What follows belongs to an exercise in optimizing a design on an open flow for small area; a production flow would make more cautious choices.
In this exercise RTL edits were held to simulation tests only and were not proved equivalent to the original.
Power figures rest on the tool's default switching activity, not on a simulated workload.

==> inputs of nickel <==
Design stopwatch, start of the top module:
module stopwatch(
    input        Clock,
    input        Sel,
    input        Adj,
    input        Reset,
    input        Pause,
    output [7:0] seg,
    output [3:0] an
    );
==> module stopwatch, before the edit <==
module stopwatch(
    input        Clock,
    input        Sel,
    input        Adj,
    input        Reset,
    input        Pause,
    output [7:0] seg,
    output [3:0] an
    );
reg [14:0] cnt;
reg [10:0] times;
reg        first;
reg [3:0]  s1, m1;
reg [2:0]  s10, m10;
reg [3:0]  dig;
reg [5:0]  pw;
reg        run;
wire stretch = first & (times[9:5] == 5'd0);
wire toggle  = (pw == 6'd33);
wire run_eff = run ^ toggle;
wire [14:0] sum = cnt + {Adj, ~Adj};
wire tick_raw = cnt[14] & cnt[11] & cnt[10] & cnt[9] & cnt[4] & cnt[3]
              & cnt[2] & cnt[1] & (cnt[0] | Adj);
wire adv = tick_raw & run_eff;
always @(posedge Clock) begin
    if (stretch)
        cnt <= {13'd0, Adj, ~Adj};
    else if (tick_raw)
        cnt <= 15'd0;
    else
        cnt <= sum;
end
always @(posedge Clock) begin
    if (Reset) begin
        times <= 11'd0;
        first <= 1'b1;
    end else begin
        times <= times + 11'd1;
        if (times[9])
            first <= 1'b0;
    end
end
always @(posedge Clock) begin
    if (Reset) begin
        pw  <= 6'd0;
        run <= 1'b1;
    end else begin
        if (Pause)
            pw <= (pw == 6'd0) ? 6'd33 : 6'd32;
        else if (pw == 6'd33)
            pw <= 6'd31;
        else if (pw != 6'd0)
            pw <= pw - 6'd1;
        run <= run_eff;
    end
end
wire s1_9  = (s1 == 4'd9);
wire s10_5 = (s10 == 3'd5);
wire m1_9  = (m1 == 4'd9);
wire m10_5 = (m10 == 3'd5);
wire inc_s  = adv & Sel;
wire inc_m  = adv & (~Sel | (s1_9 & s10_5));
reg [3:0] s1_n, m1_n;
reg [2:0] s10_n, m10_n;
always @* begin
    s1_n = s1; s10_n = s10; m1_n = m1; m10_n = m10;
    if (stretch) begin
        s1_n = 4'd0; s10_n = 3'd0; m1_n = 4'd0; m10_n = 3'd0;
    end else begin
        if (inc_s) begin
            s1_n = s1_9 ? 4'd0 : s1 + 4'd1;
            if (s1_9)
                s10_n = s10_5 ? 3'd0 : s10 + 3'd1;
        end
        if (inc_m) begin
            m1_n = m1_9 ? 4'd0 : m1 + 4'd1;
            if (m1_9)
                m10_n = m10_5 ? 3'd0 : m10 + 3'd1;
        end
    end
end
always @(posedge Clock) begin
    s1 <= s1_n; s10 <= s10_n; m1 <= m1_n; m10 <= m10_n;
end
always @(posedge Clock) begin
    if (Reset)
        dig <= 4'hF;
    else if (times[8:0] == 9'h1FF) begin
        case (times[10:9])
            2'b00: dig <= {1'b0, s10_n};
            2'b01: dig <= m1_n;
            2'b10: dig <= {1'b0, m10_n};
            2'b11: dig <= s1_n;
        endcase
    end
end
wire d3 = dig[3], d2 = dig[2], d1 = dig[1], d0 = dig[0];
wire [6:0] pat;
assign pat[6] = (~d3 & ~d2 & ~d1 & d0) | (d3 & d2) | (d2 & ~d1 & ~d0);
assign pat[5] = (d3 & d2) | (d2 & ~d1 & d0) | (d2 & d1 & ~d0);
assign pat[4] = (d3 & d2) | (~d2 & d1 & ~d0);
assign pat[3] = (~d3 & ~d2 & ~d1 & d0) | (d2 & ~d1 & ~d0) | (d2 & d1 & d0);
assign pat[2] = (d2 & ~d1) | d0;
assign pat[1] = (~d3 & ~d2 & d0) | (~d2 & d1) | (d1 & d0);
assign pat[0] = (~d3 & ~d2 & ~d1) | (d2 & d1 & d0);
assign seg = {pat, 1'b1};
assign an  = {~(times[10] & times[9]), ~times[10] | times[9],
              times[10] | ~times[9], times[10] | times[9] | first};
endmodule
Settings: LEC_CHECK=0, CAP_MARGIN=20, CORE_MARGIN=2, CORE_UTILIZATION=40, SLEW_MARGIN=20; clock period 10.0 ns.
run.sh (not shown) runs the stock make flow with config.mk's settings and CLKGATE_MAP_FILE= SYNTH_SCRIPT=/design/flow/synth_recipe.tcl, a recipe that flattens the netlist after the stock synthesis.
==> maple (differences from nickel) <==
==> flow/design.v (replaced) <==
`timescale 1ns / 1ps
module stopwatch(
    Clock,  
	Sel,
    Adj,
    Reset,
    Pause,
    seg,
    an
    );
input Clock;
input Sel;  
input Adj;  
input Reset;
input Pause;
output [7:0]seg;
output [3:0]an;
reg [5:0] minute;
reg [5:0] second; 
reg [31:0] counter; 
reg [10:0] times;
reg [3:0] counterforrst;
reg [7:0] Seg;
reg [3:0] Ans;
reg [3:0] num;
localparam TICK = 32'd20000;
wire rst;
wire pause;
wire adj;
wire sel;
wire myreset;
wire mypause;
reg [1:0]arst_ff;
reg [31:0]pause_ff;
reg pause1;
reg flag;
assign myreset=arst_ff[0];
assign mypause=pause_ff[0];
assign pause=Pause;
assign rst=Reset;
assign adj=Adj;
assign sel=Sel;
always @(posedge Clock)begin
    if(rst)
    begin
        counterforrst=4'b0000;
        arst_ff<=2'b11;
    end
    else
    begin
        counterforrst=counterforrst+1;
        if(counterforrst==4'b0000)
            arst_ff<={1'b0, arst_ff[1]};
    end
end
always @(posedge Clock)begin
        if(rst)
            pause_ff<=32'b0000_0000_0000_0000_0000_0000_0000_0000;
        else if(pause)
            pause_ff<=32'b1111_1111_1111_1111_1111_1111_1111_1111;
        else
            pause_ff<={1'b0, pause_ff[31:1]};
    end
always @ (posedge Clock) begin
  if(rst)
  begin
    minute=6'b000000;
    second=6'b000000;
    counter=32'b0000_0000_0000_0000_0000_0000_0000_0000;
    times=11'b000_0000_0000;
    pause1=1;
    flag=0;
    Ans=4'b1111;
    Seg=8'b11111111;
  end
  else
  begin
    if(mypause&&!flag) begin
            flag=1;
            pause1=~pause1;
    end
    else if(!mypause) begin
        flag=0;
    end 
    if(myreset)  
    begin 
    minute=6'b000000;
    second=6'b000000;
    counter=0;
    end 
    if(adj==0)
    begin
    times=times+1;
    counter=counter+1;
    end
    else 
    begin 
    times=times+1;
    counter=counter+2;
    end
    if(counter>=TICK)  
    begin 
    counter=0;
        if(pause1)  
         begin  
            if(sel==0)  
            begin   
                minute=minute+1;
                if(minute==60)
                minute=0;
            end  
            else   
            begin  
                second=second+1;
                if(second==60)
                begin 
                    minute=minute+1;
                    second=0;
                if(minute==60)
                    minute=0;
                end
            end 
        end  
    end  
    if(times==11'b110_0000_0000)
    begin
        Ans=4'b0111;
        num=minute/10;
        if(num==0)
        Seg=8'b00000011;
        else if(num==1)
        Seg=8'b10011111;
        else if (num==2)
        Seg=8'b00100101;
        else if (num==3)
        Seg=8'b00001101;
        else if (num==4)
        Seg=8'b10011001;
        else if (num==5)
        Seg=8'b01001001;
    end 
    else if (times==11'b100_0000_0000)
    begin
        Ans=4'b1011;
        num=minute%10;
        if(num==0)
        Seg=8'b00000011;
        else if(num==1)
        Seg=8'b10011111;
        else if (num==2)
        Seg=8'b00100101;
        else if (num==3)
        Seg=8'b00001101;
        else if (num==4)
        Seg=8'b10011001;
        else if (num==5)
        Seg=8'b01001001;
        else if(num==6)
        Seg=8'b01000001;
        else if(num==7)
        Seg=8'b00011111;
        else if(num==8)
        Seg=8'b00000001;
        else if(num==9)
        Seg=8'b00001001;
    end 
    else if (times==11'b010_0000_0000)
    begin 
        Ans=4'b1101;
        num=second/10;
        if(num==0)
        Seg=8'b00000011;
        else if(num==1)
        Seg=8'b10011111;
        else if (num==2)
        Seg=8'b00100101;
        else if (num==3)
        Seg=8'b00001101;
        else if (num==4)
        Seg=8'b10011001;
        else if (num==5)
        Seg=8'b01001001;
    end 
    else if (times==11'b000_0000_0000)
    begin
        Ans=4'b1110;
        num=second%10;
        if(num==0)
        Seg=8'b00000011;
        else if(num==1)
        Seg=8'b10011111;
        else if (num==2)
        Seg=8'b00100101;
        else if (num==3)
        Seg=8'b00001101;
        else if (num==4)
        Seg=8'b10011001;
        else if (num==5)
        Seg=8'b01001001;
        else if(num==6)
        Seg=8'b01000001;
        else if(num==7)
        Seg=8'b00011111;
        else if(num==8)
        Seg=8'b00000001;
        else if(num==9)
        Seg=8'b00001001;
    end    
  end
end 
 assign an[3:0]=Ans[3:0];
 assign seg[7:0]=Seg[7:0];
 endmodule
==> amber (differences from nickel) <==
--- a/flow/design.v
+++ b/flow/design.v
@@ -96,11 +96,18 @@
 end
-wire d3 = dig[3], d2 = dig[2], d1 = dig[1], d0 = dig[0];
-wire [6:0] pat;
-assign pat[6] = (~d3 & ~d2 & ~d1 & d0) | (d3 & d2) | (d2 & ~d1 & ~d0);
-assign pat[5] = (d3 & d2) | (d2 & ~d1 & d0) | (d2 & d1 & ~d0);
-assign pat[4] = (d3 & d2) | (~d2 & d1 & ~d0);
-assign pat[3] = (~d3 & ~d2 & ~d1 & d0) | (d2 & ~d1 & ~d0) | (d2 & d1 & d0);
-assign pat[2] = (d2 & ~d1) | d0;
-assign pat[1] = (~d3 & ~d2 & d0) | (~d2 & d1) | (d1 & d0);
-assign pat[0] = (~d3 & ~d2 & ~d1) | (d2 & d1 & d0);
+reg [6:0] pat;
+always @* begin
+    case (dig)
+        4'd0: pat = 7'b0000001;
+        4'd1: pat = 7'b1001111;
+        4'd2: pat = 7'b0010010;
+        4'd3: pat = 7'b0000110;
+        4'd4: pat = 7'b1001100;
+        4'd5: pat = 7'b0100100;
+        4'd6: pat = 7'b0100000;
+        4'd7: pat = 7'b0001111;
+        4'd8: pat = 7'b0000000;
+        4'd9: pat = 7'b0000100;
+        default: pat = 7'b1111111;
+    endcase
+end
 assign seg = {pat, 1'b1};
==> summary.txt <==
Outcome: finished clean
Biggest area contributors in the synthesized netlist: dfxtp_1 33%, nor2_1 9.2%, xnor2_1 3.6%, nand2_1 3.2%, nor2b_1 3.0%
Fraction of the mapped netlist area in adder cells: 0.0230
NetSw: 0.214 mW
Complex-gate fraction of the synthesized area: 0.213
Total power: 0.872 mW
Slew of the pin with the lowest slew margin: 0.652 ns
Die Wd: 132 um
Number of buffers outside the clock class in the layout: 18
# the run above: maple

==> summary.txt <==
Outcome: finished clean
Biggest area contributors in the synthesized netlist: dfxtp_1 37%, ha_1 5.6%, nor2_1 3.6%, a21oi_1 3.3%, nand2_1 3.3%
Slew of the pin with the lowest slew margin: 0.722 ns
Total power: 0.608 mW
Die Wd: 92.8 um
NetSw: 0.158 mW
Fraction of the mapped netlist area in adder cells: 0.0619
Complex-gate fraction of the synthesized area: 0.177
# the run above: amber

==> summary.txt <==
Total power: 0.452 mW
Placed Instance Area: 2980 sq um
Post-Syn Instances: 322
Die Wd: 87.3 um
H-Tree Depth: 2
Outcome: finished clean
Cell family with the largest share of critical-path delay: simple AND/OR/NAND/NOR gates
Slew of the pin with the lowest slew margin: 0.654 ns
Number of buffers outside the clock class in the layout: 17
Biggest area contributors in the synthesized netlist: dfxtp_1 38%, nor2_1 5.3%, nand3_1 4.0%, xnor2_1 3.8%, xor2_1 3.8%
# the run above: nickel

==> what the ideal ports hide <==
How much do the figures lean on ideal ports? The routed layouts below were timed once more, with nothing changed but the port constraints.
Step 1 (the two cells are an assumption about what drives the block):
set clk [get_ports {Clock}]
set_driving_cell -lib_cell sky130_fd_sc_hd__clkbuf_16 $clk
set_driving_cell -lib_cell sky130_fd_sc_hd__buf_2 [delete_from_list [all_inputs] $clk]
Step 2 also shifts input and output timing later by t, the mid clock arrival at the registers, as if the neighbouring blocks saw the same clock.
Three values: ideal, step 1, step 2; two values: the first two.
| run | t, ns | setup WS [ns] | worst hold slack (ns) | worst slew at a driven data input, ns | cell pins on the clock port's net |
|---|---|---|---|---|---|
| nickel | 0.325 | 5.474 / 5.476 / 5.151 | 0.450 / 0.450 / 0.450 | 0.03 | 1 |
| maple | 0.396 | 1.775 / 1.800 / 1.404 | 0.437 / 0.437 / 0.437 | 0.03 | 1 |
| amber | 0.363 | 4.806 / 4.810 / 4.447 | 0.456 / 0.456 / 0.456 | 0.03 | 1 |
After both steps every run listed still meets setup and hold. For maple, which loses most, drivers alone change the setup slack by +0.025 ns; drivers and shift together by -0.371 ns.
